This design comes from an exercise in tuning for small area on the open sky130 flow, not from production work. The RTL was checked by simulation tests, not by an equivalence proof against the original design. The clock cells of runs 5 to 7 come from the design's own scripts or RTL, not from TritonCTS. No driver is modelled on the clock port, so clock power and skew are understated where the tree is cut down; a real chip needs a root buffer or a tree. Power is estimated from default activity; no workload was simulated.

$ cat design/flow/config.mk
export PLATFORM = sky130hd
export DESIGN_NAME = EF_PSRAM_CTRL_V2
export DESIGN_NICKNAME = EF_PSRAM_CTRL_V2
export VERILOG_FILES = /design/flow/design.v
export SDC_FILE = /design/flow/constraint.sdc
export NUM_CORES = 4
export LEC_CHECK = 0
export ABC_AREA = 1
export CAP_MARGIN = 20
export CORE_MARGIN = 2
export CORE_UTILIZATION = 75
export SLEW_MARGIN = 20
$ cat design/flow/constraint.sdc
create_clock -name core_clock -period 6.5 [get_ports {clk}]
set_input_delay 1.3000 -clock core_clock [delete_from_list [all_inputs] [get_ports {clk}]]
set_output_delay 1.3000 -clock core_clock [all_outputs]
set_load 0.01 [all_outputs]
$ cat design/flow/design.v
module EF_PSRAM_CTRL_V2 (
    input   wire            clk,
    input   wire            rst,
    input   wire [23:0]     addr,
    input   wire [31: 0]    data_i,
    output  wire [31: 0]    data_o,
    input   wire [2:0]      size,
    input   wire            start,
    output  wire            done,
    input   wire  [3:0]     wait_states,
    input   wire  [7:0]     cmd,
    input   wire            rd_wr,
    input   wire            qspi,
    input   wire            qpi,
    input   wire            short_cmd,
    output  reg             sck,
    output  reg             ce_n,
    input   wire [3:0]      din,
    output  wire [3:0]      dout,
    output  wire [3:0]      douten
);
    reg         busy;
    reg [6:0]   counter;
    wire        quad = qpi | qspi;
    wire [6:0]  cq = (qspi & ~qpi) ? counter - 7'd6 : counter;
    wire [6:0]  k  = quad ? {2'b00, size[2], ~size[2], size[1:0], 1'b0}
                          : {size[2], ~size[2], size[1:0], 3'b000};
    wire [6:0]  w  = rd_wr ? {3'd0, wait_states} : 7'd0;
    assign done = short_cmd ? (counter == 7'd8) : (cq == k + w);
    always @(posedge clk or posedge rst)
        if (rst)
            busy <= 1'b0;
        else if (busy)
            busy <= ~done;
        else
            busy <= start;
    always @(posedge clk or posedge rst)
        if (rst)
            ce_n <= 1'b1;
        else
            ce_n <= done | ~busy;
    always @(posedge clk or posedge rst)
        if (rst) begin
            counter <= 7'd0;
            sck     <= 1'b0;
        end else if (ce_n) begin
            counter <= 7'd0;
            sck     <= 1'b0;
        end else if (~done)
            {counter, sck} <= {counter, sck} + 8'd1;
    wire [63:0] stream;
    genvar gi;
    generate
        for (gi = 0; gi < 8; gi = gi + 1) begin : g_cmd
            assign stream[gi] = cmd[7 - gi];
        end
        for (gi = 0; gi < 24; gi = gi + 1) begin : g_addr
            assign stream[8 + gi] = addr[23 - gi];
        end
        for (gi = 0; gi < 32; gi = gi + 1) begin : g_data
            assign stream[32 + gi] = data_i[8 * (gi / 8) + 7 - (gi % 8)];
        end
    endgenerate
    wire        serial = ~qpi & (~qspi | (counter < 7'd8));
    wire [4:0]  m      = serial ? counter[6:2] : cq[4:0];
    wire [3:0]  q;
    generate
        for (gi = 0; gi < 4; gi = gi + 1) begin : g_q
            wire [15:0] lane;
            genvar gk;
            for (gk = 0; gk < 16; gk = gk + 1) begin : g_l
                assign lane[gk] = stream[4 * gk + gi];
            end
            assign q[gi] = lane[m[3:0]] & ~m[4];
        end
    endgenerate
    wire [1:0]  bsel = serial ? counter[1:0] : 2'b11;
    assign dout[0] = q[bsel] | (serial & counter[6] & data_i[0]);
    assign dout[1] = q[2];
    assign dout[2] = q[1];
    assign dout[3] = q[0];
    wire        lt8  = (counter < 7'd8);
    wire        lt14 = (counter < 7'd14);
    assign douten[0]   = ~quad | ~rd_wr | lt8 | (~qpi & lt14);
    assign douten[3:1] = {3{qpi ? (lt8 | ~rd_wr) : (qspi & ~lt8 & (lt14 | ~rd_wr))}};
    reg  [31:0] data;
    wire [1:0]  phase = counter[1:0] - wait_states[1:0];
    wire [3:0]  lane_en;
    wire [3:0]  src;
    wire [3:0]  entry = {1'b1, size == 3'd3, size == 3'd2, size == 3'd1};
    generate
        for (gi = 0; gi < 4; gi = gi + 1) begin : g_lane
            assign lane_en[gi] = sck & (quad | (phase == 2'd3 - gi));
            assign src[gi]     = quad ? din[gi] : din[1];
        end
    endgenerate
    genvar gb, gj;
    generate
        for (gb = 0; gb < 4; gb = gb + 1) begin : g_byte
            for (gj = 0; gj < 4; gj = gj + 1) begin : g_bit
                wire chain_in;
                if (gb == 3) begin : g_top
                    assign chain_in = src[gj];
                end else begin : g_mid
                    assign chain_in = entry[gb] ? src[gj] : data[8 * gb + 12 + gj];
                end
                always @(posedge clk)
                    if (lane_en[gj]) begin
                        data[8 * gb + 4 + gj] <= data[8 * gb + gj];
                        data[8 * gb + gj]     <= chain_in;
                    end
            end
        end
    endgenerate
    assign data_o = data;
endmodule
$ cat design/flow/flow/run.sh
#!/bin/bash
# Standard layout, with these changes: an area-oriented ABC script for the
# technology mapping, the smallest buffer on each input and output port, and
# a clock tree without dummy loads whose root buffer is removed after CTS (the
# clock port drives the tree's few leaf buffers directly).
set -euo pipefail
here=$(pwd)
export BUFFER_PORTS_ARGS="-buffer_cell sky130_fd_sc_hd__buf_1"
export AREA_ABC_SCRIPT=$here/flow/area.abc
export CTS_ARGS="-sink_clustering_enable -repair_clock_nets -dont_use_dummy_load"
cat flow/abc_override.tcl synth_recipe.tcl > area_synth.tcl
bash standard.sh SYNTH_SCRIPT=$here/area_synth.tcl cts > standard_cts.log 2>&1
CTS_ODB=$here/orfs/results/$FLOW_PLATFORM/EF_PSRAM_CTRL_V2/base/4_cts.odb \
  openroad -no_init -no_splash -exit $here/flow/clock_tree.tcl > clock_tree.log 2>&1
bash standard.sh SYNTH_SCRIPT=$here/area_synth.tcl finish > standard.log 2>&1
$ cat design/flow/flow/abc_override.tcl
# Map with an area-oriented ABC script in place of ORFS's.
proc abc {args} {
  set i [lsearch -exact $args -script]
  if { $i >= 0 } { lset args [expr { $i + 1 }] $::env(AREA_ABC_SCRIPT) }
  yosys abc {*}$args
}
$ cat design/flow/flow/area.abc
strash
dc2
dch -f
amap
$ cat design/flow/flow/clock_tree.tcl
read_db $::env(CTS_ODB)
set block [ord::get_db_block]
set clk_net [$block findNet clk]
set root ""
foreach it [$clk_net getITerms] {
  if { [string match sky130_fd_sc_hd__clkbuf_* [[[$it getInst] getMaster] getName]] } {
    set root [$it getInst]
  }
}
if { $root == "" || [llength [$clk_net getITerms]] != 1 } { error "unexpected clock root" }
set root_out [[$root findITerm X] getNet]
set loads {}
foreach it [$root_out getITerms] {
  if { [$it getInst] != $root } { lappend loads $it }
}
set ok [expr { [llength $loads] <= 4 }]
foreach it $loads {
  if { ![string match sky130_fd_sc_hd__clkbuf_* [[[$it getInst] getMaster] getName]] } { set ok 0 }
}
if { $ok } {
  foreach it $loads {
    $it disconnect
    $it connect $clk_net
  }
  [$root findITerm A] disconnect
  [$root findITerm X] disconnect
  odb::dbInst_destroy $root
  odb::dbNet_destroy $root_out
  puts "clock tree: removed root buffer; the clock port drives [llength $loads] buffers"
} else {
  puts "clock tree: kept as built"
}
write_db $::env(CTS_ODB)
$ cat design/flow/standard.sh
#!/bin/bash
# synth_recipe.tcl (not shown) runs the flow's synth.tcl, then flattens the netlist and writes it again
# the make line also repeats each setting of config.mk as NAME=value (left out here)
make -C /OpenROAD-flow-scripts/flow DESIGN_CONFIG=/design/flow/config.mk WORK_HOME=/design/flow/orfs CLKGATE_MAP_FILE= SYNTH_SCRIPT=/design/flow/synth_recipe.tcl "${@:-finish}"
==> results of run 1 <==
-- cell families after synthesis --
kind of cell               Yosys count
buffers and inverters               37
adders and majority gates            7
xor gates and xnor gates             1
DFF                                 42
AOI/OAI and AO/OA                  112
and+or+nand+nor                     87
==> metrics.md, run 1 <==
| Metric | Value |
|---|---|
| Top-count cell post-synth | `nor2_1` |
| First Err | `[ERROR GPL-0301] Utilization 103.618 % exceeds 100%.` |
| Compound-Gate Fraction of Synth Area | `29.3%` |
| Mux contribution to synthesized area | `0%` |
| Post-synthesis adder-cell area fraction | `3.70%` |
| Yosys warning count | `1` |
| Seq/Total Area, Yosys | `47.2%` |
| Cells after Synth | `286` |
| Syn nets | `375` |
| Number of flops mapped to enable cells by yosys | `32` |
| Placement Rows | `21` |
| Synth Area in XOR/XNOR | `0.341%` |
| Most common flop cell mapped by yosys | `edfxtp_1` |
| Area leader, netlist | `edfxtp_1` |
| DIE HEIGHT | `between 60 and 70 um` |
| Post-synth ARST share | `between 20% and 30%` |
| Netlist Area Pre-Place | `2570 um2` |
| Yosys reg bits | `42` |
| Die Wd | `62.6 um` |
| Synth top area share | `a little under two fifths` |
| Initial Util | `77.7%` |
| Largest family of logic cells by synthesized area | `compound AO/OA/AOI/OAI gates` |
| Outcome | `stopped before the end` |
| Syn Area/Cell | `between 8 and 9 um2` |
| Io pins | `125` |
| Ranking of synthesized cells by area | `edfxtp_1 (37%), dfrtp_1 (8.8%), o22ai_1 (7.8%)` |
| Simple-gate portion of the synthesized area | `13.8%` |
| Fail Step | `3_3_place_gp` |
| I/O Buffers | `124` |
| Synth top cells by count | `nor2_1 (52), clkinv_1 (35), edfxtp_1 (32), o22ai_1 (32), a21oi_1 (27)` |
| Netlist cell types | `31` |
==> run 2, diff against run 1 <==
--- a/design/flow/config.mk
+++ b/design/flow/config.mk
@@ -10,3 +10,3 @@
 export CORE_MARGIN = 2
-export CORE_UTILIZATION = 75
+export CORE_UTILIZATION = 60
 export SLEW_MARGIN = 20
==> metrics.md, run 2 <==
| Metric | Value |
|---|---|
| Internal | `roughly 0.0007 W` |
| Placement Rows | `23 (was 21)` |
| R2R Setup Slk | `3.28 ns` |
| DRT iter0 DRCs | `between 300 and 400` |
| Routed Antenna Nets | `0` |
| WL final | `7.60 mm` |
| Commonest non-fill, non-tap cell in the layout | `buf_1` |
| Core region area | `4060 um2` |
| Cells after Synth | `286 (unchanged)` |
| NetSw | `0.000568 W` |
| Max-cap violations | `0` |
| Tot Pwr | `0.00128 W` |
| DR pass1 iterations | `5` |
| WP data required | `5.20 ns` |
| Clock latency (worst-skew pair) | `0.15 ns` |
| Final setup fails | `0` |
| Yosys reg bits | `42 (unchanged)` |
| Synth top cells by count | `nor2_1 (52), clkinv_1 (35), edfxtp_1 (32), o22ai_1 (32), a21oi_1 (27) (unchanged)` |
| I/O Buffers | `124 (unchanged)` |
| Largest registers | `data: 32 flops, counter: 7 flops` |
| Final Hold Fails | `0` |
| Max FFs per register | `32` |
| Antenna diode count | `0` |
| Worst reg2reg endpoint | `counter[5]` |
| Pin count of the biggest net entering global routing | `33` |
| Worst-path fanout max | `12` |
| Initial Util | `63.4% (was 77.7%)` |
| Hold-critical path depth | `1` |
| Congestion Overflow GR | `0` |
| Die area | `4820 um2` |
| Critical Path End Type | `output pin` |
| Hold crit path type | `reg -> reg` |
| Number of flops mapped to enable cells by yosys | `32 (unchanged)` |
| Overall routing resource usage | `31.8%` |
| Syn nets | `375 (unchanged)` |
| CTS clock-pin slew for the worst setup and hold paths | `approximately 0.070 ns` |
| Comb pwr share | `50.6%` |
| Yosys warning count | `1 (unchanged)` |
| FMAX | `165 MHz` |
| Layout net count | `509` |
| Syn Area/Cell | `8.99 um2 (unchanged)` |
| Area leader, netlist | `edfxtp_1 (unchanged)` |
| Netlist cell types | `31 (unchanged)` |
| Max Slew Vio Count | `0` |
| Io pins | `125 (unchanged)` |
| Post-CTS setup buffer count | `0` |
| Critical path type | `in -> out` |
| Clock Power Share | `9.8%` |
| Wire per inst | `approximately 16 um` |
| Worst slew margin | `32.4%` |
| # clock sinks | `42` |
| Final min period | `6.06 ns` |
| Commonest cells after routing, fill and taps aside | `buf_1 (124), nor2_1 (52), clkinv_1 (35)` |
| RSZ-0062 raised after global routing | `false` |
| Most common flop cell mapped by yosys | `edfxtp_1 (unchanged)` |
| Layout area overhead | `24.1%` |
| Startpoint types | `input pin` |
| # hold bufs at CTS | `0` |
| CTS resizes | `0` |
| GP Congestion | `0.893` |
| Vias per std cell | `approximately 6.2` |
| DIE HEIGHT | `69.5 um (was 62.6 um)` |
| Outcome | `timing/DRC/antenna clean (was stopped before the end)` |
| Hold EP | `ce_n` |
| Hpwl dp | `5.85 mm` |
| First-pass GRT wire length | `between 10 and 15 mm` |
| Max VDD drop | `~0.26 mV` |
| Netlist Area Pre-Place | `2570 um2 (unchanged)` |
| Fraction of layout cells with a size suffix above 1 | `2.87%` |
| Largest Register | `data` |
| Ranking of synthesized cells by area | `edfxtp_1 (37%), dfrtp_1 (8.8%), o22ai_1 (7.8%) (unchanged)` |
| Seq/Total Area, Yosys | `47.2% (unchanged)` |
| Initial antenna violation count | `0` |
| Flop pwr share | `between 30% and 40%` |
| # DRC | `0` |
| Setup Skew | `about 0.018 ns` |
| Die Wd | `69.5 um (was 62.6 um)` |
| Fin crit share | `93.3%` |
| LEAKAGE | `1.09 nW` |
| Setup TNS | `0 ns` |
| Vias in the first global route | `2638` |
| Sw Ratio | `44.4%` |
| Synth top area share | `37.4% (unchanged)` |
| Post-synth ARST share | `23.8% (unchanged)` |
| Power Dens Cells | `about 400 nW/um2` |
| Worst Max-Slew Pin Slew | `a little over 1 ns` |
| Top-count cell post-synth | `nor2_1 (unchanged)` |
| FF-to-FF Start | `counter[1]` |
| CP arrival | `4.76 ns` |
| Worst Hold Launch | `busy` |
| R2R depth | `12` |
| Vias | `2911` |
-- run 2: cell families (layout without fill, tap and decap cells) --
| kind of cell | Yosys count | after routing | share of synthesized area, % |
|---|---|---|---|
| XOR/XNOR | 1 | 1 | 0.341 |
| AO/OA/AOI/OAI | 112 | 112 | 29.3 |
| adder cells (fa/ha/maj) | 7 | 7 | 3.70 |
| AND/OR/NAND/NOR | 87 | 87 | 13.8 |
| flip-flops | 42 | 42 | 47.2 |
| buffers and inverters | 37 | 169 | 5.69 |
-- run 2: worst max path at each step --
| stage | cells after the start | start | end |
|---|---|---|---|
| global route | 13 | qspi | dout[0] |
| global placement | 16 | qspi | done |
| finish | 16 | qspi | done |
| detailed placement | 13 | qspi | dout[0] |
| floorplan | 13 | qspi | dout[0] |
| CTS | 13 | qspi | dout[0] |
-- run 2: final cells by class --
type | count | area [um2]
clock buffers | 4 | 55.1
multi-input cells | 207 | 1220
repair buffers | 130 | 510
fillers | 295 | 867
flip-flops and latches | 42 | 1210
well taps | 50 | 62.6
inverters | 35 | 131
-- run 2: layer usage --
metal / wire [um] / global-route usage (%)
met4: 236 / 13.3
met2: 3660 / 54.0
met1: 3010 / 40.5
met5: 0 / 0
met3: 694 / 4.94
-- run 2: per-stage QoR --
stage          util [%]  area (um2)  hold WS (ns)  setup WS (ns)  instances
2_1_floorplan         -        2580         0.379          0.440        286
3_3_place_gp       77.3        3140         0.395          0.660        464
3_5_place_dp       77.3        3140         0.412          0.492        464
4_1_cts            79.0        3200         0.423          0.482        469
5_1_grt            78.6        3190         0.458         0.0830        468
6_report           78.6        3190         0.418          0.436        468
-- run 2: worst max-delay path, cell delays in order --
cell and delay (ns):
buf_1 0.09, nor2_1 0.59, clkinv_1 0.19, a22oi_1 0.24
ha_1 0.26, clkinv_1 0.07, nor2_1 0.05, o21ai_0 0.24
nor2_1 0.08, a21oi_1 0.16, xor2_1 0.10, a2111o_1 0.30
a2111oi_0 0.53, nor2_1 0.23, clkinv_1 0.15, buf_1 0.16
-- run 2: power by group through the flow --
stage	sequential (W)	clock (W)	combinational, W
2_1_floorplan	0.000533	0	0.000390
3_3_place_gp	0.000503	0	0.000617
3_5_place_dp	0.000511	0	0.000639
4_1_cts	0.000505	0.000155	0.000643
5_1_grt	0.000519	0.000135	0.000713
6_report	0.000508	0.000125	0.000648
==> run 3, diff against run 2 <==
--- a/design/flow/config.mk
+++ b/design/flow/config.mk
@@ -10,3 +10,3 @@
 export CORE_MARGIN = 2
-export CORE_UTILIZATION = 60
+export CORE_UTILIZATION = 40
 export SLEW_MARGIN = 20
==> metrics.md, run 3 <==
| Metric | Value |
|---|---|
| Worst hold margin | `0.409 ns (was 0.418 ns)` |
| Max FFs per register | `32 (unchanged)` |
| Max-cap violations | `0 (unchanged)` |
| Fin crit share | `91.1% (was 93.3%)` |
| Final min period | `5.92 ns (was 6.06 ns)` |
| RSZ-0062 raised after global routing | `false (unchanged)` |
| Ranking of synthesized cells by area | `edfxtp_1 (37%), dfrtp_1 (8.8%), o22ai_1 (7.8%) (unchanged)` |
| Sequential cell area | `1210 um2 (unchanged)` |
| Commonest cells after routing, fill and taps aside | `buf_1 (124), nor2_1 (52), clkinv_1 (35) (unchanged)` |
| Cells after Synth | `286 (unchanged)` |
| Synth top area share | `37.4% (unchanged)` |
| Seq/Total Area, Yosys | `47.2% (unchanged)` |
| Pin count of the biggest net entering global routing | `33 (unchanged)` |
| # hold bufs at CTS | `0 (unchanged)` |
| Clock latency (worst-skew pair) | `0.15 ns (about the same)` |
| WL final | `7.42 mm (was 7.60 mm)` |
| Vias in the first global route | `2554 (was 2638)` |
| Hpwl dp | `5.96 mm (was 5.85 mm)` |
| Cell Area, Placed | `3160 um2 (was 3140 um2)` |
| Worst-path fanout max | `25 (was 12)` |
| Post-CTS setup buffer count | `0 (unchanged)` |
| Compound-Gate Fraction of Synth Area | `29.3% (unchanged)` |
| Crit path from | `qspi (unchanged)` |
| Final setup fails | `0 (unchanged)` |
| Worst reg2reg endpoint | `counter[6] (was counter[5])` |
| Most common flop cell mapped by yosys | `edfxtp_1 (unchanged)` |
| First-pass GRT wire length | `12.0 mm (was 12.4 mm)` |
| Layout net count | `508 (was 509)` |
| Worst slew margin | `34.3% (was 32.4%)` |
| DR pass1 iterations | `4 (was 5)` |
| Antenna diode count | `0 (unchanged)` |
| Io pins | `125 (unchanged)` |
| Area leader, netlist | `edfxtp_1 (unchanged)` |
| Congestion Overflow GR | `0 (unchanged)` |
| Post-synthesis adder-cell area fraction | `3.70% (unchanged)` |
| Worst Setup EP | `dout[0] (was done)` |
| # clock sinks | `42 (unchanged)` |
| Largest family of logic cells by synthesized area | `compound AO/OA/AOI/OAI gates (unchanged)` |
| Mux contribution to synthesized area | `0% (unchanged)` |
| Die area | `7090 um2 (was 4820 um2)` |
| LEAKAGE | `1.08 nW (was 1.09 nW)` |
| Critical Path End Type | `output pin (unchanged)` |
| Placement Rows | `29 (was 23)` |
| Vias | `2706 (was 2911)` |
| DIE HEIGHT | `84.2 um (was 69.5 um)` |
| Initial Util | `41.0% (was 63.4%)` |
| Initial antenna violation count | `0 (unchanged)` |
| Syn nets | `375 (unchanged)` |
| Netlist cell types | `31 (unchanged)` |
| CTS clock-pin slew for the worst setup and hold paths | `0.07 ns (about the same)` |
| GP Congestion | `0.837 (was 0.893)` |
| Syn Area/Cell | `8.99 um2 (unchanged)` |
| R2R depth | `13 (was 12)` |
| Startpoint types | `input pin (unchanged)` |
| Setup TNS | `0 ns (unchanged)` |
| Setup Skew | `0.0192 ns (was 0.0183 ns)` |
| WP data required | `5.20 ns (about the same)` |
| FF-to-FF Start | `counter[1] (unchanged)` |
| Simple-gate portion of the synthesized area | `13.8% (unchanged)` |
| Die Wd | `84.2 um (was 69.5 um)` |
| Top-count cell post-synth | `nor2_1 (unchanged)` |
| Post-synth ARST share | `23.8% (unchanged)` |
| Largest Register | `data (unchanged)` |
| Fraction of layout cells with a size suffix above 1 | `2.64% (was 2.87%)` |
| Yosys warning count | `1 (unchanged)` |
| Routed Antenna Nets | `0 (unchanged)` |
| Hold crit path type | `reg -> reg (unchanged)` |
| Worst Max-Slew Pin Slew | `0.977 ns (was 1.01 ns)` |
| Commonest non-fill, non-tap cell in the layout | `buf_1 (unchanged)` |
| Filler cells | `646 (was 295)` |
| R2R Setup Slk | `3.38 ns (was 3.28 ns)` |
| Power Dens Cells | `390 nW/um2 (was 401 nW/um2)` |
| Multi-input gate area | `1220 um2 (unchanged)` |
| Fin area | `3220 um2 (was 3190 um2)` |
| Largest registers | `data: 32 flops, counter: 7 flops (unchanged)` |
| Overall routing resource usage | `20.8% (was 31.8%)` |
| DRT iter0 DRCs | `146 (was 343)` |
| Vias per std cell | `5.48 (was 6.22)` |
| Netlist Area Pre-Place | `2570 um2 (unchanged)` |
| Synth Area in XOR/XNOR | `0.341% (unchanged)` |
| I/O Buffers | `124 (unchanged)` |
| Max Slew Vio Count | `0 (unchanged)` |
| Max VDD drop | `0.203 mV (was 0.262 mV)` |
| Number of flops mapped to enable cells by yosys | `32 (unchanged)` |
| # DRC | `0 (unchanged)` |
| Core region area | `6280 um2 (was 4060 um2)` |
| Wire per inst | `15.0 um (was 16.2 um)` |
| FMAX | `169 MHz (was 165 MHz)` |
| Critical path type | `in -> out (unchanged)` |
| Synth top cells by count | `nor2_1 (52), clkinv_1 (35), edfxtp_1 (32), o22ai_1 (32), a21oi_1 (27) (unchanged)` |
| Layout area overhead | `25.1% (was 24.1%)` |
| Yosys reg bits | `42 (unchanged)` |
| CP arrival | `4.62 ns (was 4.76 ns)` |
| Outcome | `timing/DRC/antenna clean (unchanged)` |
| CTS resizes | `0 (unchanged)` |
| Final Hold Fails | `0 (unchanged)` |
-- run 3: changes by cell type in the layout (fill, tap and decap cells not counted), sizes merged --
| cell | change |
|---|---|
| buf | -1 |
-- run 3: critical path, stage by stage --
cell and delay, ns:
buf_1 0.10, nor2_1 0.06, buf_4 0.17, a21oi_1 0.43, clkinv_1 0.30, o22ai_2 0.23, clkinv_1 0.55, o22ai_1 0.42
o32ai_1 0.12, nor2_1 0.10, a31oi_1 0.06, o22ai_1 0.26, nor3_1 0.07, nor3_1 0.20, o32ai_1 0.10, buf_1 0.15
-- run 3: worst min path at each step --
stage | start | end | slack, ns | cells after the start
CTS | busy | ce_n | 0.41 | 1
global placement | busy | ce_n | 0.39 | 1
detailed placement | busy | ce_n | 0.40 | 1
floorplan | busy | ce_n | 0.38 | 1
finish | busy | ce_n | 0.41 | 1
global route | data[2] | data[6] | 0.45 | 0
-- run 3: cell type report --
type,count,area share [%]
Tap cell,77,2.99
Sequential cell,42,37.7
Multi-Input combinational cell,207,37.9
Inverter,35,4.08
Clock buffer,4,1.71
Timing Repair Buffer,129,15.6
-- run 3: logic make-up after synthesis --
family,Yosys count
buffers and inverters,37
adders and majority gates,7
and+or+nand+nor,87
AOI/OAI and AO/OA,112
xor gates and xnor gates,1
DFF,42
-- run 3: where the power goes --
group	total (W)	leakage (nW)	internal (W)	switching, W
logic	0.000631	0.620	0.000219	0.000413
clock network	0.000123	0.0288	0.0000562	0.0000667
registers	0.000502	0.431	0.000432	0.0000701
-- run 3: per-stage QoR --
stage,std cells,power [W],setup slack [ns],util (%)
floorplan,286,0.000923,0.440,-
global placement,490,0.00113,0.754,50.4
detailed placement,490,0.00114,0.597,50.4
CTS,495,0.00129,0.582,51.5
global route,494,0.00136,0.0801,51.2
finish,494,0.00126,0.578,51.2
-- run 3: layer usage --
layer	routed length, um	GRT usage [%]	up-vias	share of wire [%]
met1	3350	28.3	1242	45
met5	0	0	-	0
li1	-	-	1380	-
met4	63	3.67	0	0.85
met3	353	3.24	7	4.8
met2	3650	35.7	77	49
==> run 4, diff against run 3 <==
--- a/design/flow/config.mk
+++ b/design/flow/config.mk
@@ -8,5 +8,5 @@
 export ABC_AREA = 1
-export CAP_MARGIN = 20
+export CAP_MARGIN = 0
 export CORE_MARGIN = 2
 export CORE_UTILIZATION = 40
-export SLEW_MARGIN = 20
+export SLEW_MARGIN = 0
==> metrics.md, run 4 <==
| Metric | Value |
|---|---|
| GP Congestion | `0.837 (unchanged)` |
| Largest Register | `data (unchanged)` |
| First-pass GRT wire length | `12.0 mm (unchanged)` |
| Max Slew Vio Count | `0 (unchanged)` |
| Setup TNS | `0 ns (unchanged)` |
| # DRC | `0 (unchanged)` |
| Synth top cells by count | `nor2_1 (52), clkinv_1 (35), edfxtp_1 (32), o22ai_1 (32), a21oi_1 (27) (unchanged)` |
| Hpwl dp | `5.96 mm (unchanged)` |
| Simple-gate portion of the synthesized area | `13.8% (unchanged)` |
| Number of flops mapped to enable cells by yosys | `32 (unchanged)` |
| Final core utilization | `51.2% (unchanged)` |
| Initial antenna violation count | `0 (unchanged)` |
| DRT iter0 DRCs | `146 (unchanged)` |
| CTS resizes | `0 (unchanged)` |
| Max-cap violations | `0 (unchanged)` |
| Io pins | `125 (unchanged)` |
| Wire per inst | `15.0 um (unchanged)` |
| Hold crit path type | `reg -> reg (unchanged)` |
| Initial Util | `41.0% (unchanged)` |
| Setup Skew | `0.0192 ns (unchanged)` |
| # hold bufs at CTS | `0 (unchanged)` |
| Buf/Inv on CP | `5 (unchanged)` |
| Pin count of the biggest net entering global routing | `33 (unchanged)` |
| Largest family of logic cells by synthesized area | `compound AO/OA/AOI/OAI gates (unchanged)` |
| Critical path type | `in -> out (unchanged)` |
| Final Hold Fails | `0 (unchanged)` |
| # clock sinks | `42 (unchanged)` |
| Met3 usage | `3.24% (unchanged)` |
| Startpoint types | `input pin (unchanged)` |
| Post-CTS setup buffer count | `0 (unchanged)` |
| CP delay by family, top | `compound AO/OA/AOI/OAI gates (unchanged)` |
| DIE HEIGHT | `84.2 um (unchanged)` |
| CTS clock-pin slew for the worst setup and hold paths | `0.07 ns (about the same)` |
| Critical Path End Type | `output pin (unchanged)` |
| I/O Buffers | `124 (unchanged)` |
| Layout net count | `508 (unchanged)` |
| Mux contribution to synthesized area | `0% (unchanged)` |
| Most common flop cell mapped by yosys | `edfxtp_1 (unchanged)` |
| Netlist cell types | `31 (unchanged)` |
| Power Dens Cells | `390 nW/um2 (unchanged)` |
| CP max stage delay | `0.55 ns (about the same)` |
| WL final | `7.42 mm (unchanged)` |
| CP arrival | `4.62 ns (about the same)` |
| Overall routing resource usage | `20.8% (unchanged)` |
| Seq/Total Area, Yosys | `47.2% (unchanged)` |
| Met1 Use GR | `28.3% (unchanged)` |
| Outcome | `timing/DRC/antenna clean (unchanged)` |
| Synth Area in XOR/XNOR | `0.341% (unchanged)` |
| Fraction of layout cells with a size suffix above 1 | `2.64% (unchanged)` |
| Cells after Synth | `286 (unchanged)` |
| Final min period | `5.92 ns (unchanged)` |
| Top-count cell post-synth | `nor2_1 (unchanged)` |
| Yosys warning count | `1 (unchanged)` |
| Syn nets | `375 (unchanged)` |
| Antenna diode count | `0 (unchanged)` |
| Commonest non-fill, non-tap cell in the layout | `buf_1 (unchanged)` |
| Die Wd | `84.2 um (unchanged)` |
| Die area | `7090 um2 (unchanged)` |
| Area leader, netlist | `edfxtp_1 (unchanged)` |
| M2 GR Usage | `35.7% (unchanged)` |
| Compound-Gate Fraction of Synth Area | `29.3% (unchanged)` |
| Netlist Area Pre-Place | `2570 um2 (unchanged)` |
| Max FFs per register | `32 (unchanged)` |
| Final setup fails | `0 (unchanged)` |
| Clock latency (worst-skew pair) | `0.15 ns (about the same)` |
| RSZ-0062 raised after global routing | `false (unchanged)` |
| Max VDD drop | `0.203 mV (unchanged)` |
| Critical path's slowest cell | `clkinv_1 (unchanged)` |
| Largest registers | `data: 32 flops, counter: 7 flops (unchanged)` |
| LEAKAGE | `1.08 nW (unchanged)` |
| Worst-path fanout max | `25 (unchanged)` |
| Core region area | `6280 um2 (unchanged)` |
| Congestion Overflow GR | `0 (unchanged)` |
| Routed Antenna Nets | `0 (unchanged)` |
| Vias | `2706 (unchanged)` |
| Worst Max-Slew Pin Slew | `0.977 ns (unchanged)` |
| Worst-path cell chain | `buf_1, nor2_1, buf_4, a21oi_1, clkinv_1, o22ai_2, clkinv_1, o22ai_1, o32ai_1, nor2_1, a31oi_1, o22ai_1, nor3_1, nor3_1, o32ai_1, buf_1 (unchanged)` |
| Post-synthesis adder-cell area fraction | `3.70% (unchanged)` |
| Fin crit share | `91.1% (unchanged)` |
| WP data required | `5.20 ns (about the same)` |
| DR pass1 iterations | `4 (unchanged)` |
| Placement Rows | `29 (unchanged)` |
| Vias in the first global route | `2554 (unchanged)` |
| Commonest cells after routing, fill and taps aside | `buf_1 (124), nor2_1 (52), clkinv_1 (35) (unchanged)` |
| Syn Area/Cell | `8.99 um2 (unchanged)` |
| Synth top area share | `37.4% (unchanged)` |
| Layout area overhead | `25.1% (unchanged)` |
| Post-synth ARST share | `23.8% (unchanged)` |
| Ranking of synthesized cells by area | `edfxtp_1 (37%), dfrtp_1 (8.8%), o22ai_1 (7.8%) (unchanged)` |
| Vias per std cell | `5.48 (unchanged)` |
| Yosys reg bits | `42 (unchanged)` |
| GR peak layer | `met2 (unchanged)` |
| Worst slew margin | `34.3% (unchanged)` |
| FMAX | `169 MHz (unchanged)` |
==> run 4: worst paths after layout <==
kind	cells after the start	from	slack, ns	to
max	16	qspi	0.58	dout[0]
min	1	busy	0.41	ce_n
max reg2reg	13	counter[1]	3.38	counter[6]
min reg2reg	1	busy	0.41	ce_n
max in group asynchronous	2	rst	5.18	ce_n
min in group asynchronous	2	rst	1.05	counter[0]
==> run 4: where the power goes <==
| part | switching (W) | internal [W] | total, W | leakage (nW) |
|---|---|---|---|---|
| Clock | 0.0000667 | 0.0000562 | 0.000123 | 0.0288 |
| Sequential | 0.0000701 | 0.000432 | 0.000502 | 0.431 |
| Combinational | 0.000413 | 0.000219 | 0.000631 | 0.620 |
==> run 4: per-stage QoR <==
stage	power, W	setup slack (ns)	hold slack (ns)	cells	cell area, um2
CTS	0.00129	0.582	0.414	495	3230
finish	0.00126	0.578	0.409	494	3220
floorplan	0.000923	0.440	0.379	286	2580
detailed placement	0.00114	0.597	0.403	490	3160
global route	0.00136	0.0801	0.445	494	3220
global placement	0.00113	0.754	0.392	490	3160
==> run 4: cell families (layout without fill, tap and decap cells) <==
group,Yosys count,in the layout
AO/OA/AOI/OAI,112,112
AND/OR/NAND/NOR,87,87
flip-flops,42,42
buffers and inverters,37,168
adder cells (fa/ha/maj),7,7
XOR/XNOR,1,1
==> run 4: per-layer routing <==
metal / wire length (um) / share of wire, % / vias to the layer above
li1: - / - / 1380
met1: 3350 / 45 / 1242
met2: 3650 / 49 / 77
met3: 353 / 4.8 / 7
met4: 63 / 0.85 / 0
met5: 0 / 0 / -
==> run 4: final cells by class <==
cell class / count / area, um2
Clock buffer: 4 / 55.1
Fill cell: 646 / 3060
Inverter: 35 / 131
Multi-Input combinational cell: 207 / 1220
Sequential cell: 42 / 1210
Tap cell: 77 / 96.3
Timing Repair Buffer: 129 / 503
==> run 5, diff against run 4 <==
==> design/flow/flow/run.sh (replaced) <==
#!/bin/bash
# Standard layout, with these changes: an area-oriented ABC script for the
# technology mapping, which also maps the adders (no ADDER_MAP_FILE), the smallest buffer on each input and output port, and
# a clock tree of small buffers: after CTS the tree is rebuilt as one root
# buffer driving a few leaf buffers, each driving a group of nearby registers
# (flow/clock_tree.tcl).
set -euo pipefail
here=$(pwd)
export BUFFER_PORTS_ARGS="-buffer_cell sky130_fd_sc_hd__buf_1"
export AREA_ABC_SCRIPT=$here/flow/area.abc
export CTS_ARGS="-sink_clustering_enable -repair_clock_nets -dont_use_dummy_load"
cat flow/abc_override.tcl synth_recipe.tcl > area_synth.tcl
bash standard.sh SYNTH_SCRIPT=$here/area_synth.tcl ADDER_MAP_FILE= cts > standard_cts.log 2>&1
CTS_ODB=$here/orfs/results/$FLOW_PLATFORM/EF_PSRAM_CTRL_V2/base/4_cts.odb \
CLK_GROUPS=5 CLK_BUF=sky130_fd_sc_hd__clkbuf_4 CLK_ROOT=sky130_fd_sc_hd__clkbuf_2 \
  openroad -no_init -no_splash -exit $here/flow/clock_tree.tcl > clock_tree.log 2>&1
bash standard.sh SYNTH_SCRIPT=$here/area_synth.tcl ADDER_MAP_FILE= finish > standard.log 2>&1
==> design/flow/flow/clock_tree.tcl (replaced) <==
# Rebuild the clock tree that CTS built as two levels of buffers: the
# registers are split into CLK_GROUPS groups of nearby registers (by
# position), each driven by one CLK_BUF placed at the middle of its group, and
# one CLK_ROOT buffer, which the clock port drives, drives the CLK_BUFs. Every
# register sees the same buffer types and depth.
read_db $::env(CTS_ODB)
set block [ord::get_db_block]
set db [ord::get_db]
set clk_net [$block findNet clk]
set ngroups $::env(CLK_GROUPS)
set root_master [$db findMaster $::env(CLK_ROOT)]
set master [$db findMaster $::env(CLK_BUF)]

# the clock buffers of the tree and the register clock pins below them
set bufs {}
set todo [list $clk_net]
set sinks {}
while { [llength $todo] } {
  set net [lindex $todo 0]
  set todo [lrange $todo 1 end]
  foreach it [$net getITerms] {
    if { ![$it isInputSignal] } { continue }
    set inst [$it getInst]
    if { [string match sky130_fd_sc_hd__clkbuf_* [[$inst getMaster] getName]] } {
      lappend bufs $inst
      lappend todo [[$inst findITerm X] getNet]
    } else {
      lappend sinks $it
    }
  }
}
puts "clock tree: [llength $bufs] buffers, [llength $sinks] sinks"

# remove the tree
foreach inst $bufs {
  set out [[$inst findITerm X] getNet]
  foreach it [$out getITerms] { $it disconnect }
  [$inst findITerm A] disconnect
  odb::dbInst_destroy $inst
  odb::dbNet_destroy $out
}

# group the sinks by recursive bisection: split a group in two halves by x
# (or by y, alternating), until there are CLK_GROUPS groups
proc split_groups { pts ngroups axis } {
  if { $ngroups <= 1 } { return [list $pts] }
  set pts [lsort -integer -index $axis $pts]
  set n [llength $pts]
  set left [expr { $ngroups / 2 }]
  set cut [expr { ($n * $left) / $ngroups }]
  set next [expr { 1 - $axis }]
  return [concat \
    [split_groups [lrange $pts 0 [expr { $cut - 1 }]] $left $next] \
    [split_groups [lrange $pts $cut end] [expr { $ngroups - $left }] $next]]
}
set pts {}
foreach it $sinks {
  set xy [$it getAvgXY]
  lappend pts [list [lindex $xy 1] [lindex $xy 2] $it]
}
set groups [split_groups $pts $ngroups 0]

set site_w [[[lindex [$block getRows] 0] getSite] getWidth]
proc place_at { inst x y } {
  global site_w
  $inst setLocation [expr { ($x / $site_w) * $site_w }] $y
  $inst setPlacementStatus PLACED
}

# the root buffer, at the middle of all registers
set sx 0
set sy 0
foreach p $pts {
  incr sx [lindex $p 0]
  incr sy [lindex $p 1]
}
set root [odb::dbInst_create $block $root_master "clkbuf_root"]
set root_net [odb::dbNet_create $block "clknet_root"]
$root_net setSigType CLOCK
[$root findITerm A] connect $clk_net
[$root findITerm X] connect $root_net
place_at $root [expr { $sx / [llength $pts] }] [expr { $sy / [llength $pts] }]

set g 0
foreach grp $groups {
  set sx 0
  set sy 0
  foreach p $grp {
    incr sx [lindex $p 0]
    incr sy [lindex $p 1]
  }
  set cx [expr { $sx / [llength $grp] }]
  set cy [expr { $sy / [llength $grp] }]
  set inst [odb::dbInst_create $block $master "clkbuf_leaf_$g"]
  set net [odb::dbNet_create $block "clknet_leaf_$g"]
  $net setSigType CLOCK
  [$inst findITerm A] connect $root_net
  [$inst findITerm X] connect $net
  foreach p $grp { [lindex $p 2] connect $net }
  place_at $inst $cx $cy
  puts "clock tree: clkbuf_leaf_$g drives [llength $grp] registers"
  incr g
}
detailed_placement
check_placement
write_db $::env(CTS_ODB)
--- a/design/flow/config.mk
+++ b/design/flow/config.mk
@@ -8,5 +8,5 @@
 export ABC_AREA = 1
-export CAP_MARGIN = 0
+export CAP_MARGIN = 20
 export CORE_MARGIN = 2
 export CORE_UTILIZATION = 40
-export SLEW_MARGIN = 0
+export SLEW_MARGIN = 20
==> metrics.md, run 5 <==
| Metric | Value |
|---|---|
| DR pass1 iterations | `5 (was 4)` |
| Routed met1 length | `3.15 mm (was 3.35 mm)` |
| Worst setup margin | `0.463 ns (was 0.578 ns)` |
| LEAKAGE | `1.01 nW (was 1.08 nW)` |
| DRT iter0 DRCs | `109 (was 146)` |
| Critical path type | `reg -> out (was in -> out)` |
| Synth top area share | `38.8% (was 37.4%)` |
| Fraction of layout cells with a size suffix above 1 | `3.39% (was 2.64%)` |
| Fin crit share | `92.9% (was 91.1%)` |
| Die Wd | `82.7 um (was 84.2 um)` |
| CP arrival | `4.74 ns (was 4.62 ns)` |
| Top Layer Used | `met4 (unchanged)` |
| Top-count cell post-synth | `nor2_1 (unchanged)` |
| Initial antenna violation count | `0 (unchanged)` |
| Worst Hold Launch | `busy (unchanged)` |
| Core region area | `5960 um2 (was 6280 um2)` |
| Comb pwr share | `48.8% (was 50.3%)` |
| Placement Rows | `28 (was 29)` |
| Yosys warning count | `1 (unchanged)` |
| Commonest cells after routing, fill and taps aside | `buf_1 (124), nor2_1 (53), clkinv_1 (33), o22ai_1 (33), edfxtp_1 (32) (was buf_1 (124), nor2_1 (52), clkinv_1 (35))` |
| Power Dens Cells | `379 nW/um2 (was 390 nW/um2)` |
| Number of flops mapped to enable cells by yosys | `32 (unchanged)` |
| RSZ-0062 raised after global routing | `false (unchanged)` |
| Sw Ratio | `43.8% (about the same)` |
| Max VDD drop | `0.194 mV (was 0.203 mV)` |
| Fin area | `3110 um2 (was 3220 um2)` |
| Clock Power Share | `10.1% (was 9.8%)` |
| Antenna diode count | `0 (unchanged)` |
| Vias per std cell | `5.52 (was 5.48)` |
| I/O Buffers | `124 (unchanged)` |
| Met3 wire length | `509 um (was 353 um)` |
| FF-to-FF Start | `counter[1] (unchanged)` |
| CTS clock-pin slew for the worst setup and hold paths | `0.10 ns (was 0.07 ns)` |
| Vias | `2696 (was 2706)` |
| Cells after Synth | `280 (was 286)` |
| # DRC | `0 (unchanged)` |
| Met2 wire length | `3.27 mm (was 3.65 mm)` |
| Overall routing resource usage | `20.6% (was 20.8%)` |
| Most common flop cell mapped by yosys | `edfxtp_1 (unchanged)` |
| Largest Register | `data (unchanged)` |
| Worst Max-Slew Pin Slew | `1.01 ns (was 0.977 ns)` |
| Syn Area/Cell | `8.84 um2 (was 8.99 um2)` |
| Die area | `6830 um2 (was 7090 um2)` |
| Startpoint types | `register (was input pin)` |
| Vias in the first global route | `2465 (was 2554)` |
| Critical Path End Type | `output pin (unchanged)` |
| Post-CTS setup buffer count | `0 (unchanged)` |
| NetSw | `0.000516 W (was 0.000549 W)` |
| Hpwl dp | `5.54 mm (was 5.96 mm)` |
| Commonest non-fill, non-tap cell in the layout | `buf_1 (unchanged)` |
| Tot Pwr | `0.00118 W (was 0.00126 W)` |
| FMAX | `166 MHz (was 169 MHz)` |
| Initial Util | `41.6% (was 41.0%)` |
| Io pins | `125 (unchanged)` |
| Synth top cells by count | `nor2_1 (53), clkinv_1 (34), o22ai_1 (34) (was nor2_1 (52), clkinv_1 (35), edfxtp_1 (32), o22ai_1 (32), a21oi_1 (27))` |
| Max Slew Vio Count | `0 (unchanged)` |
| Area leader, netlist | `edfxtp_1 (unchanged)` |
| Wire per inst | `14.5 um (was 15.0 um)` |
| Yosys reg bits | `42 (unchanged)` |
| Outcome | `timing/DRC/antenna clean (unchanged)` |
| Setup Skew | `0.0130 ns (was 0.0192 ns)` |
| Post-synth ARST share | `23.8% (unchanged)` |
| Clock latency (worst-skew pair) | `0.41 ns (was 0.15 ns)` |
| Final min period | `6.04 ns (was 5.92 ns)` |
| Ranking of synthesized cells by area | `edfxtp_1 (39%), dfrtp_1 (9.1%), o22ai_1 (8.6%) (was edfxtp_1 (37%), dfrtp_1 (8.8%), o22ai_1 (7.8%))` |
| Final setup fails | `0 (unchanged)` |
| Worst slack at placement | `0.662 ns (was 0.597 ns)` |
| Hold crit path type | `reg -> reg (unchanged)` |
| Syn nets | `362 (was 375)` |
| Seq/Total Area, Yosys | `49.0% (was 47.2%)` |
| Worst slew margin | `32.4% (was 34.3%)` |
| Pin count of the biggest net entering global routing | `33 (unchanged)` |
| Netlist Area Pre-Place | `2470 um2 (was 2570 um2)` |
| Layout area overhead | `25.5% (was 25.1%)` |
| Max FFs per register | `32 (unchanged)` |
| Congestion Overflow GR | `0 (unchanged)` |
| Largest registers | `data: 32 flops, counter: 7 flops (unchanged)` |
| Layout net count | `497 (was 508)` |
| GP Congestion | `0.834 (was 0.837)` |
| # clock sinks | `42 (unchanged)` |
| Final Hold Fails | `0 (unchanged)` |
| Worst-path fanout max | `17 (was 25)` |
| Netlist cell types | `27 (was 31)` |
| CTS resizes | `0 (unchanged)` |
| # hold bufs at CTS | `0 (unchanged)` |
| WL final | `7.06 mm (was 7.42 mm)` |
| Flop pwr share | `41.2% (was 39.9%)` |
| Routed Antenna Nets | `0 (unchanged)` |
| WP data required | `5.20 ns (about the same)` |
| Crit path from | `counter[4] (was qspi)` |
| Final core utilization | `52.2% (was 51.2%)` |
| Max-cap violations | `0 (unchanged)` |
| DIE HEIGHT | `82.7 um (was 84.2 um)` |
| First-pass GRT wire length | `11.1 mm (was 12.0 mm)` |
| Cell Area, Placed | `3060 um2 (was 3160 um2)` |
| Internal | `0.000662 W (was 0.000706 W)` |
| Setup TNS | `0 ns (unchanged)` |
==> run 5: cell types whose count changed after synthesis, sizes merged, moves of 3 or more <==
cell	change
ha	-6
o21ai	+11
a221o	+3
nand3	-3
a21oi	-3
nor3	-5
==> run 5: area by class of cell <==
cell class | instances | area [um2]
Fill cell | 609 | 2850
Sequential cell | 42 | 1210
Inverter | 34 | 129
Tap cell | 75 | 93.8
Buffer | 6 | 42.5
Timing Repair Buffer | 129 | 503
Multi-Input combinational cell | 202 | 1130
==> run 5: path summary, 6_finish.rpt <==
check,to,slack [ns],depth (start not counted)
worst max-delay path,dout[0],0.46,13
worst min-delay path,ce_n,0.42,1
worst max register to register,counter[6],2.83,21
worst min register to register,ce_n,0.42,1
max in group asynchronous,ce_n,5.45,2
min in group asynchronous,counter[1],0.77,2
==> run 5: worst max-delay path: stages, from the launching register on <==
cell      delay (ns)
dfrtp_1         0.43
or3_1           0.44
nor2_1          0.20
clkinv_1        0.11
o21ai_0         0.61
clkinv_1        0.32
o22ai_1         0.22
buf_4           0.24
clkinv_1        0.38
a221oi_1        0.38
o32ai_1         0.18
o221a_1         0.28
o32ai_1         0.33
buf_1           0.19
==> run 5: power by group through the flow <==
stage / Clock (W) / Sequential [W] / Combinational [W]
global route: 0.000135 / 0.000500 / 0.000649
detailed placement: 0 / 0.000492 / 0.000571
global placement: 0 / 0.000490 / 0.000562
CTS: 0.000152 / 0.000486 / 0.000573
floorplan: 0 / 0.000520 / 0.000346
finish: 0.000118 / 0.000485 / 0.000574
==> run 5: cells by family (layout without fill, tap and decap cells) <==
family,count (synthesis),count (layout),synth area share [%]
AO/OA/AOI/OAI,118,118,31.5
buffers and inverters,36,169,5.76
AND/OR/NAND/NOR,84,84,13.8
flip-flops,42,42,49.0
==> run 5: metrics by stage <==
| stage | std cells | hold WS [ns] |
|---|---|---|
| floorplan | 280 | 0.387 |
| global placement | 482 | 0.399 |
| detailed placement | 482 | 0.409 |
| CTS | 487 | 0.420 |
| global route | 488 | 0.455 |
| finish | 488 | 0.420 |
==> run 5: metal layers <==
metal,vias up,GRT usage [%]
met5,-,0
met4,0,5.41
met3,15,3.80
met2,90,35.1
met1,1239,27.0
li1,1352,-
==> run 6, diff against run 5 <==
==> design/flow/flow/run.sh (replaced) <==
#!/bin/bash
# Standard layout, with these changes: an area-oriented ABC script for the
# technology mapping, the smallest buffer on each input and output port, and
# a clock tree of small buffers: after CTS the tree is rebuilt as one root
# buffer driving a few leaf buffers, each driving a group of nearby registers
# (flow/clock_tree.tcl).
set -euo pipefail
here=$(pwd)
export BUFFER_PORTS_ARGS="-buffer_cell sky130_fd_sc_hd__buf_1"
export AREA_ABC_SCRIPT=$here/flow/area.abc
export CTS_ARGS="-sink_clustering_enable -repair_clock_nets -dont_use_dummy_load"
cat flow/abc_override.tcl synth_recipe.tcl > area_synth.tcl
bash standard.sh SYNTH_SCRIPT=$here/area_synth.tcl cts > standard_cts.log 2>&1
CTS_ODB=$here/orfs/results/$FLOW_PLATFORM/EF_PSRAM_CTRL_V2/base/4_cts.odb \
CLK_GROUPS=5 CLK_BUF=sky130_fd_sc_hd__clkbuf_4 CLK_ROOT=sky130_fd_sc_hd__clkbuf_2 \
  openroad -no_init -no_splash -exit $here/flow/clock_tree.tcl > clock_tree.log 2>&1
bash standard.sh SYNTH_SCRIPT=$here/area_synth.tcl finish > standard.log 2>&1
==> metrics.md, run 6 <==
| Metric | Value |
|---|---|
| # clock sinks | `42 (unchanged)` |
| Initial antenna violation count | `1 (was 0)` |
| Outcome | `timing/DRC/antenna clean (unchanged)` |
| DIE HEIGHT | `84.2 um (was 82.7 um)` |
| Max Slew Vio Count | `0 (unchanged)` |
| Final setup fails | `0 (unchanged)` |
| Top-count cell post-synth | `nor2_1 (unchanged)` |
| Hold-critical path depth | `1 (unchanged)` |
| Startpoint types | `input pin (was register)` |
| Max VDD drop | `0.208 mV (was 0.194 mV)` |
| Largest Register | `data (unchanged)` |
| Vias per std cell | `5.40 (was 5.52)` |
| Synth top cells by count | `nor2_1 (52), clkinv_1 (35), edfxtp_1 (32), o22ai_1 (32), a21oi_1 (27) (was nor2_1 (53), clkinv_1 (34), o22ai_1 (34))` |
| Most common flop cell mapped by yosys | `edfxtp_1 (unchanged)` |
| Io pins | `125 (unchanged)` |
| Vias in the first global route | `2570 (was 2465)` |
| WL final | `7.45 mm (was 7.06 mm)` |
| Netlist Area Pre-Place | `2570 um2 (was 2470 um2)` |
| Tot Pwr | `0.00125 W (was 0.00118 W)` |
| Placement Rows | `29 (was 28)` |
| Yosys reg bits | `42 (unchanged)` |
| Ranking of synthesized cells by area | `edfxtp_1 (37%), dfrtp_1 (8.8%), o22ai_1 (7.8%) (was edfxtp_1 (39%), dfrtp_1 (9.1%), o22ai_1 (8.6%))` |
| Fin crit share | `91.0% (was 92.9%)` |
| Commonest cells after routing, fill and taps aside | `buf_1 (124), nor2_1 (52), clkinv_1 (35) (was buf_1 (124), nor2_1 (53), clkinv_1 (33), o22ai_1 (33), edfxtp_1 (32))` |
| CP arrival | `4.62 ns (was 4.74 ns)` |
| Max-cap violations | `0 (unchanged)` |
| Yosys warning count | `1 (unchanged)` |
| Congestion Overflow GR | `0 (unchanged)` |
| Initial Util | `41.0% (was 41.6%)` |
| Layout area overhead | `24.6% (was 25.5%)` |
| Core region area | `6280 um2 (was 5960 um2)` |
| Hold crit path type | `reg -> reg (unchanged)` |
| DRT iter0 DRCs | `110 (was 109)` |
| Commonest non-fill, non-tap cell in the layout | `buf_1 (unchanged)` |
| Number of flops mapped to enable cells by yosys | `32 (unchanged)` |
| Netlist cell types | `31 (was 27)` |
| Setup Skew | `0.0156 ns (was 0.0130 ns)` |
| RSZ-0062 raised after global routing | `false (unchanged)` |
| Wire per inst | `15.0 um (was 14.5 um)` |
| Largest registers | `data: 32 flops, counter: 7 flops (unchanged)` |
| GP Congestion | `0.837 (was 0.834)` |
| Worst Max-Slew Pin Slew | `0.962 ns (was 1.01 ns)` |
| DR pass1 iterations | `4 (was 5)` |
| Critical path type | `in -> out (was reg -> out)` |
| CTS clock-pin slew for the worst setup and hold paths | `0.09 ns (was 0.10 ns)` |
| Routed Antenna Nets | `0 (unchanged)` |
| Worst-path fanout max | `25 (was 17)` |
| Area leader, netlist | `edfxtp_1 (unchanged)` |
| Seq/Total Area, Yosys | `47.2% (was 49.0%)` |
| Synth top area share | `37.4% (was 38.8%)` |
| CTS resizes | `0 (unchanged)` |
| Die area | `7090 um2 (was 6830 um2)` |
| # hold bufs at CTS | `0 (unchanged)` |
| Power Dens Cells | `391 nW/um2 (was 379 nW/um2)` |
| Layout net count | `510 (was 497)` |
| Syn nets | `375 (was 362)` |
| Overall routing resource usage | `20.7% (was 20.6%)` |
| FMAX | `169 MHz (was 166 MHz)` |
| Die Wd | `84.2 um (was 82.7 um)` |
| Cell Area, Placed | `3160 um2 (was 3060 um2)` |
| Cells after Synth | `286 (was 280)` |
| Max FFs per register | `32 (unchanged)` |
| Post-CTS setup buffer count | `0 (unchanged)` |
| Final Hold Fails | `0 (unchanged)` |
| Clock latency (worst-skew pair) | `0.42 ns (was 0.41 ns)` |
| LEAKAGE | `1.08 nW (was 1.01 nW)` |
| Fraction of layout cells with a size suffix above 1 | `3.10% (was 3.39%)` |
| Critical Path End Type | `output pin (unchanged)` |
| Vias | `2678 (was 2696)` |
| Antenna diode count | `0 (unchanged)` |
| Worst slew margin | `35.4% (was 32.4%)` |
| Hpwl dp | `5.96 mm (was 5.54 mm)` |
| Syn Area/Cell | `8.99 um2 (was 8.84 um2)` |
| WP data required | `5.20 ns (about the same)` |
| R2R depth | `13 (was 21)` |
| Fin area | `3200 um2 (was 3110 um2)` |
| I/O Buffers | `124 (unchanged)` |
| Setup TNS | `0 ns (unchanged)` |
| Final min period | `5.92 ns (was 6.04 ns)` |
| First-pass GRT wire length | `12.0 mm (was 11.1 mm)` |
| Pin count of the biggest net entering global routing | `33 (unchanged)` |
| # DRC | `0 (unchanged)` |
| Post-synth ARST share | `23.8% (unchanged)` |
-- run 6: cell types whose count changed in the layout (fill, tap and decap cells not counted), moves of 3 or more --
cell | previous run | this run
a21oi_1 | 24 | 27
a221o_1 | 3 | 0
ha_1 | 0 | 6
nand3_1 | 2 | 5
nor3_1 | 6 | 11
o21ai_0 | 19 | 8
-- run 6: worst max-delay path: stages --
cell and delay, ns:
buf_1 0.10, nor2_1 0.06, buf_4 0.17, a21oi_1 0.42
clkinv_1 0.30, o22ai_2 0.23, clkinv_1 0.55, o22ai_1 0.42
o32ai_1 0.12, nor2_1 0.10, a31oi_1 0.06, o22ai_1 0.26
nor3_1 0.07, nor3_1 0.20, o32ai_1 0.10, buf_1 0.15
-- run 6: worst paths after layout --
check / endpoint / from / slack [ns]
max: dout[0] / qpi / 0.58
min: ce_n / busy / 0.42
max reg2reg: counter[6] / counter[1] / 3.38
min reg2reg: ce_n / busy / 0.42
max in group asynchronous: ce_n / rst / 5.46
min in group asynchronous: counter[5] / rst / 0.77
-- run 6: area by class of cell --
type / count / area [um2]
flip-flops and latches: 42 / 1210
inverters: 35 / 131
multi-input cells: 207 / 1220
well taps: 77 / 96.3
fillers: 646 / 3070
repair buffers: 129 / 503
plain buffers: 6 / 42.5
-- run 6: power breakdown --
part | internal [W] | switching [W]
sequential | 0.000431 | 0.0000705
clock | 0.0000395 | 0.0000802
combinational | 0.000219 | 0.000414
total | 0.000689 | 0.000564
-- run 6: cell families (layout without fill, tap and decap cells) --
logic type               Yosys count  count (layout)  synth area share [%]
AO/OA/AOI/OAI                    112             112                  29.3
AND/OR/NAND/NOR                   87              87                  13.8
flip-flops                        42              42                  47.2
buffers and inverters             37             170                  5.69
adder cells (fa/ha/maj)            7               7                  3.70
XOR/XNOR                           1               1                 0.341
-- run 6: per-stage QoR --
stage / setup slack, ns / std cells / utilization [%] / hold slack (ns)
6_report: 0.585 / 496 / 51.0 / 0.421
5_1_grt: 0.0801 / 496 / 51.0 / 0.452
4_1_cts: 0.582 / 495 / 51.5 / 0.414
3_5_place_dp: 0.597 / 490 / 50.4 / 0.403
3_3_place_gp: 0.754 / 490 / 50.4 / 0.392
2_1_floorplan: 0.440 / 286 / - / 0.379
-- run 6: routing by layer --
layer | wire length, um | share of wire (%) | vias up | track usage (%)
li1 | - | - | 1388 | -
met1 | 3340 | 45 | 1213 | 27.7
met2 | 3650 | 49 | 69 | 35.9
met3 | 393 | 5.3 | 8 | 3.74
met4 | 69 | 0.93 | 0 | 3.23
met5 | 0 | 0 | - | 0
==> run 7, diff against run 6 <==
--- a/design/flow/design.v
+++ b/design/flow/design.v
@@ -49,3 +49,3 @@
         end else if (~done)
-            {counter, sck} <= {counter, sck} + 8'd1;
+            {counter, sck} <= {counter, sck} ^ {&{counter[5:0], sck}, &{counter[4:0], sck}, &{counter[3:0], sck}, &{counter[2:0], sck}, &{counter[1:0], sck}, &{counter[0], sck}, sck, 1'b1};
     wire [63:0] stream;
==> design/flow/flow/run.sh (replaced) <==
#!/bin/bash
# Standard layout, with these changes:
# - an area-oriented ABC script for the technology mapping, which also maps
#   the adders (ADDER_MAP_FILE empty, so no separate adder cells);
# - the smallest buffer (buf_1) on each input and output port;
# - a clock tree of small buffers: after CTS the tree is rebuilt as one root
#   buffer driving a few leaf buffers, each driving a group of nearby
#   registers (flow/clock_tree.tcl).
set -euo pipefail
here=$(pwd)
export BUFFER_PORTS_ARGS="-buffer_cell sky130_fd_sc_hd__buf_1"
export AREA_ABC_SCRIPT=$here/flow/area.abc
export CTS_ARGS="-sink_clustering_enable -repair_clock_nets -dont_use_dummy_load"
cat flow/abc_override.tcl synth_recipe.tcl > area_synth.tcl
bash standard.sh SYNTH_SCRIPT=$here/area_synth.tcl ADDER_MAP_FILE= cts > standard_cts.log 2>&1
CTS_ODB=$here/orfs/results/$FLOW_PLATFORM/EF_PSRAM_CTRL_V2/base/4_cts.odb \
CLK_GROUPS=5 CLK_BUF=sky130_fd_sc_hd__clkbuf_4 CLK_ROOT=sky130_fd_sc_hd__clkbuf_2 \
  openroad -no_init -no_splash -exit $here/flow/clock_tree.tcl > clock_tree.log 2>&1
bash standard.sh SYNTH_SCRIPT=$here/area_synth.tcl ADDER_MAP_FILE= finish > standard.log 2>&1
--- a/design/flow/config.mk
+++ b/design/flow/config.mk
@@ -11,2 +11,3 @@
 export CORE_UTILIZATION = 40
+export PLACE_DENSITY = 0.75
 export SLEW_MARGIN = 20
==> metrics.md, run 7 <==
| Metric | Value |
|---|---|
| CP arrival | `4.54 ns (was 4.62 ns)` |
| R2R depth | `19 (was 13)` |
| Placement Rows | `28 (was 29)` |
| Final setup fails | `0 (unchanged)` |
| LEAKAGE | `1.02 nW (was 1.08 nW)` |
| Overall routing resource usage | `19.8% (was 20.7%)` |
| Max-cap violations | `0 (unchanged)` |
| Commonest non-fill, non-tap cell in the layout | `buf_1 (unchanged)` |
| Setup TNS | `0 ns (unchanged)` |
| FF-to-FF Start | `counter[1] (unchanged)` |
| CP max stage delay | `0.65 ns (was 0.55 ns)` |
| DR pass1 iterations | `4 (unchanged)` |
| Core region area | `5960 um2 (was 6280 um2)` |
| Post-CTS setup buffer count | `0 (unchanged)` |
| # hold bufs at CTS | `0 (unchanged)` |
| Yosys reg bits | `42 (unchanged)` |
| Hold EP | `ce_n (unchanged)` |
| DIE HEIGHT | `82.6 um (was 84.2 um)` |
| Die area | `6820 um2 (was 7090 um2)` |
| Layout area overhead | `25.2% (was 24.6%)` |
| Layout net count | `493 (was 510)` |
| Vias | `2676 (was 2678)` |
| Number of flops mapped to enable cells by yosys | `32 (unchanged)` |
| Netlist Area Pre-Place | `2470 um2 (was 2570 um2)` |
| Power Dens Cells | `390 nW/um2 (was 391 nW/um2)` |
| Antenna diode count | `0 (unchanged)` |
| Synth top area share | `38.9% (was 37.4%)` |
| Die Wd | `82.6 um (was 84.2 um)` |
| Final Hold Fails | `0 (unchanged)` |
| Io pins | `125 (unchanged)` |
| CTS clock-pin slew for the worst setup and hold paths | `0.08 ns (was 0.09 ns)` |
| Largest Register | `data (unchanged)` |
| Filler cells | `590 (was 646)` |
| Post-synth ARST share | `23.8% (unchanged)` |
| NetSw | `0.000531 W (was 0.000564 W)` |
| R2R Setup Slk | `2.96 ns (was 3.38 ns)` |
| WP data required | `5.20 ns (about the same)` |
| Seq/Total Area, Yosys | `49.1% (was 47.2%)` |
| Syn nets | `359 (was 375)` |
| Max FFs per register | `32 (unchanged)` |
| Critical path's slowest cell | `clkinv_1 (unchanged)` |
| Initial antenna violation count | `0 (was 1)` |
| Worst slack at placement | `0.783 ns (was 0.597 ns)` |
| Commonest cells after routing, fill and taps aside | `buf_1 (124), nor2_1 (50), clkinv_1 (32), edfxtp_1 (32), o22ai_1 (28) (was buf_1 (124), nor2_1 (52), clkinv_1 (35))` |
| Clock Power Share | `9.7% (was 9.6%)` |
| CP dominant cell by count | `clkinv_1` |
| Synth top cells by count | `nor2_1 (50), clkinv_1 (32), edfxtp_1 (32) (was nor2_1 (52), clkinv_1 (35), edfxtp_1 (32), o22ai_1 (32), a21oi_1 (27))` |
| Comb pwr share | `49.8% (was 50.4%)` |
| Worst-path fanout max | `32 (was 25)` |
| Critical Path End Type | `output pin (unchanged)` |
| I/O Buffers | `124 (unchanged)` |
| Fraction of layout cells with a size suffix above 1 | `2.93% (was 3.10%)` |
| Netlist cell types | `28 (was 31)` |
| Area leader, netlist | `edfxtp_1 (unchanged)` |
| Worst setup margin | `0.662 ns (was 0.585 ns)` |
| Vias in the first global route | `2405 (was 2570)` |
| Worst slew margin | `38.4% (was 35.4%)` |
| Ranking of synthesized cells by area | `edfxtp_1 (39%), dfrtp_1 (9.1%), nor2_1 (7.6%) (was edfxtp_1 (37%), dfrtp_1 (8.8%), o22ai_1 (7.8%))` |
| Worst Max-Slew Pin Slew | `0.918 ns (was 0.962 ns)` |
| Vias per std cell | `5.53 (was 5.40)` |
| Top-count cell post-synth | `nor2_1 (unchanged)` |
| Hold-critical path depth | `1 (unchanged)` |
| Routed Antenna Nets | `0 (unchanged)` |
| WL final | `6.92 mm (was 7.45 mm)` |
| # DRC | `0 (unchanged)` |
| First-pass GRT wire length | `10.7 mm (was 12.0 mm)` |
| Worst reg2reg endpoint | `counter[6] (unchanged)` |
| Most common flop cell mapped by yosys | `edfxtp_1 (unchanged)` |
| Setup Skew | `0.0131 ns (was 0.0156 ns)` |
| Internal | `0.000674 W (was 0.000689 W)` |
| # clock sinks | `42 (unchanged)` |
| Worst-path cell chain | `buf_1, clkinv_1, nor2_1, nor2_1, clkinv_1, o22ai_2, clkinv_1, o22ai_1, a221oi_1, o32ai_1, o221a_1, o32ai_1, buf_1 (was buf_1, nor2_1, buf_4, a21oi_1, clkinv_1, o22ai_2, clkinv_1, o22ai_1, o32ai_1, nor2_1, a31oi_1, o22ai_1, nor3_1, nor3_1, o32ai_1, buf_1)` |
| CTS resizes | `0 (unchanged)` |
| Yosys warning count | `1 (unchanged)` |
| Cells after Synth | `277 (was 286)` |
| Largest registers | `data: 32 flops, counter: 7 flops (unchanged)` |
| Hpwl dp | `5.45 mm (was 5.96 mm)` |
| FMAX | `171 MHz (was 169 MHz)` |
| Startpoint types | `input pin (unchanged)` |
| Final min period | `5.84 ns (was 5.92 ns)` |
| Fin crit share | `89.8% (was 91.0%)` |
| Clock latency (worst-skew pair) | `0.40 ns (was 0.42 ns)` |
| Max VDD drop | `0.201 mV (was 0.208 mV)` |
| Hold crit path type | `reg -> reg (unchanged)` |
| Outcome | `timing/DRC/antenna clean (unchanged)` |
| Sw Ratio | `44.1% (was 45.0%)` |
| RSZ-0062 raised after global routing | `false (unchanged)` |
| Critical path type | `in -> out (unchanged)` |
| Congestion Overflow GR | `0 (unchanged)` |
| Wire per inst | `14.3 um (was 15.0 um)` |
| GP Congestion | `0.847 (was 0.837)` |
| Pin count of the biggest net entering global routing | `33 (unchanged)` |
| Flop pwr share | `40.5% (was 40.0%)` |
| Initial Util | `41.4% (was 41.0%)` |
| Syn Area/Cell | `8.91 um2 (was 8.99 um2)` |
| DRT iter0 DRCs | `205 (was 110)` |
| Worst hold margin | `0.424 ns (was 0.421 ns)` |
| Worst Hold Launch | `busy (unchanged)` |
| Max Slew Vio Count | `0 (unchanged)` |
-- run 7: cell types whose count changed after synthesis, sizes merged, moves of 4 or more --
cell   before  now
ha          6    0
o21ai       8   21
a21oi      27   20
nand2      16   20
nor3       11    7
-- run 7: stage by stage --
step                      power (W)  std cells  cell area, um2  util [%]
after floorplan            0.000890        277            2470         -
after global placement      0.00107        478            3050      51.2
after detailed placement    0.00109        478            3050      51.2
after CTS                   0.00124        483            3120      52.4
after global routing        0.00131        484            3090      51.9
final                       0.00121        484            3090      51.9
-- run 7: cell families after synthesis --
logic type / synth area share (%)
AO/OA/AOI/OAI: 31.9
AND/OR/NAND/NOR: 13.5
flip-flops: 49.1
buffers and inverters: 5.47
-- run 7: power groups by stage --
stage	Clock, W	Combinational, W	Sequential (W)
3_3_place_gp	0	0.000581	0.000487
2_1_floorplan	0	0.000370	0.000520
5_1_grt	0.000133	0.000673	0.000502
3_5_place_dp	0	0.000595	0.000495
6_report	0.000117	0.000600	0.000488
4_1_cts	0.000151	0.000598	0.000489
-- run 7: cell type report --
type | instances | area, um2 | share of cell area [%]
Inverter | 32 | 120 | 3.89
Buffer | 6 | 42.5 | 1.38
Tap cell | 75 | 93.8 | 3.04
Timing Repair Buffer | 128 | 495 | 16.0
Multi-Input combinational cell | 201 | 1130 | 36.5
Sequential cell | 42 | 1210 | 39.2
-- run 7: how the worst max path moves through the flow --
stage	cells past startpoint	to	from	slack, ns
finish	13	dout[0]	qspi	0.66
global route	13	dout[0]	qspi	0.40
CTS	13	dout[0]	qspi	0.76
detailed placement	13	dout[0]	qspi	0.78
global placement	15	dout[0]	qspi	0.95
floorplan	13	dout[0]	qspi	0.59
-- run 7: worst max-delay path: cells and delay by family --
family / cells / cell delay (ns)
buf+inv: 5 / 1.22
compound gates: 6 / 1.51
simple gates: 2 / 0.49
-- run 7: metal layers --
| layer | global-route usage [%] | wire length, um | part of all wire (%) |
|---|---|---|---|
| met5 | 0 | 0 | 0 |
| met2 | 34.0 | 3360 | 49 |
| met1 | 26.2 | 3070 | 44 |
| met3 | 3.59 | 396 | 5.7 |
| met4 | 3.77 | 92 | 1.3 |

==> separate check: timing with driven ports <==
In the flow no input, the clock included, has a driving cell. The finished layouts below were timed again as built, in two steps.
Step 1, drivers: a clkbuf_16 drives clk and a buf_2 each remaining input, both assumed.
Step 2 times the ports against the registers' clock, not the clock port: input delays grow and output delays shrink by t, the midpoint of the rising clock arrivals with the driver on.
Slacks: ideal ports / drivers / drivers and shift; pairs: ideal ports / drivers.
| run | t, ns | setup WS [ns] | worst setup path at the end | slew at the worst register clock pin (ns) | worst slew at a driven data input, ns |
|---|---|---|---|---|---|
| run 2 | 0.189 | 0.436 / 0.399 / 0.399 | input to output | 0.09 / 0.09 | 0.04 |
| run 3 | 0.192 | 0.578 / 0.546 / 0.546 | input to output | 0.09 / 0.09 | 0.05 |
| run 4 | 0.192 | 0.578 / 0.546 / 0.546 | input to output | 0.09 / 0.09 | 0.05 |
| run 5 | 0.432 | 0.463 / 0.439 / 0.599 | input to output | 0.10 / 0.10 | 0.06 |
| run 6 | 0.434 | 0.585 / 0.553 / 0.553 | input to output | 0.10 / 0.10 | 0.05 |
| run 7 | 0.421 | 0.662 / 0.641 / 0.641 | input to output | 0.10 / 0.10 | 0.05 |
After both steps setup and hold are still met in every run listed. The setup slack of run 2, which loses most, moves by -0.037 ns with the drivers and by -0.037 ns with both steps.
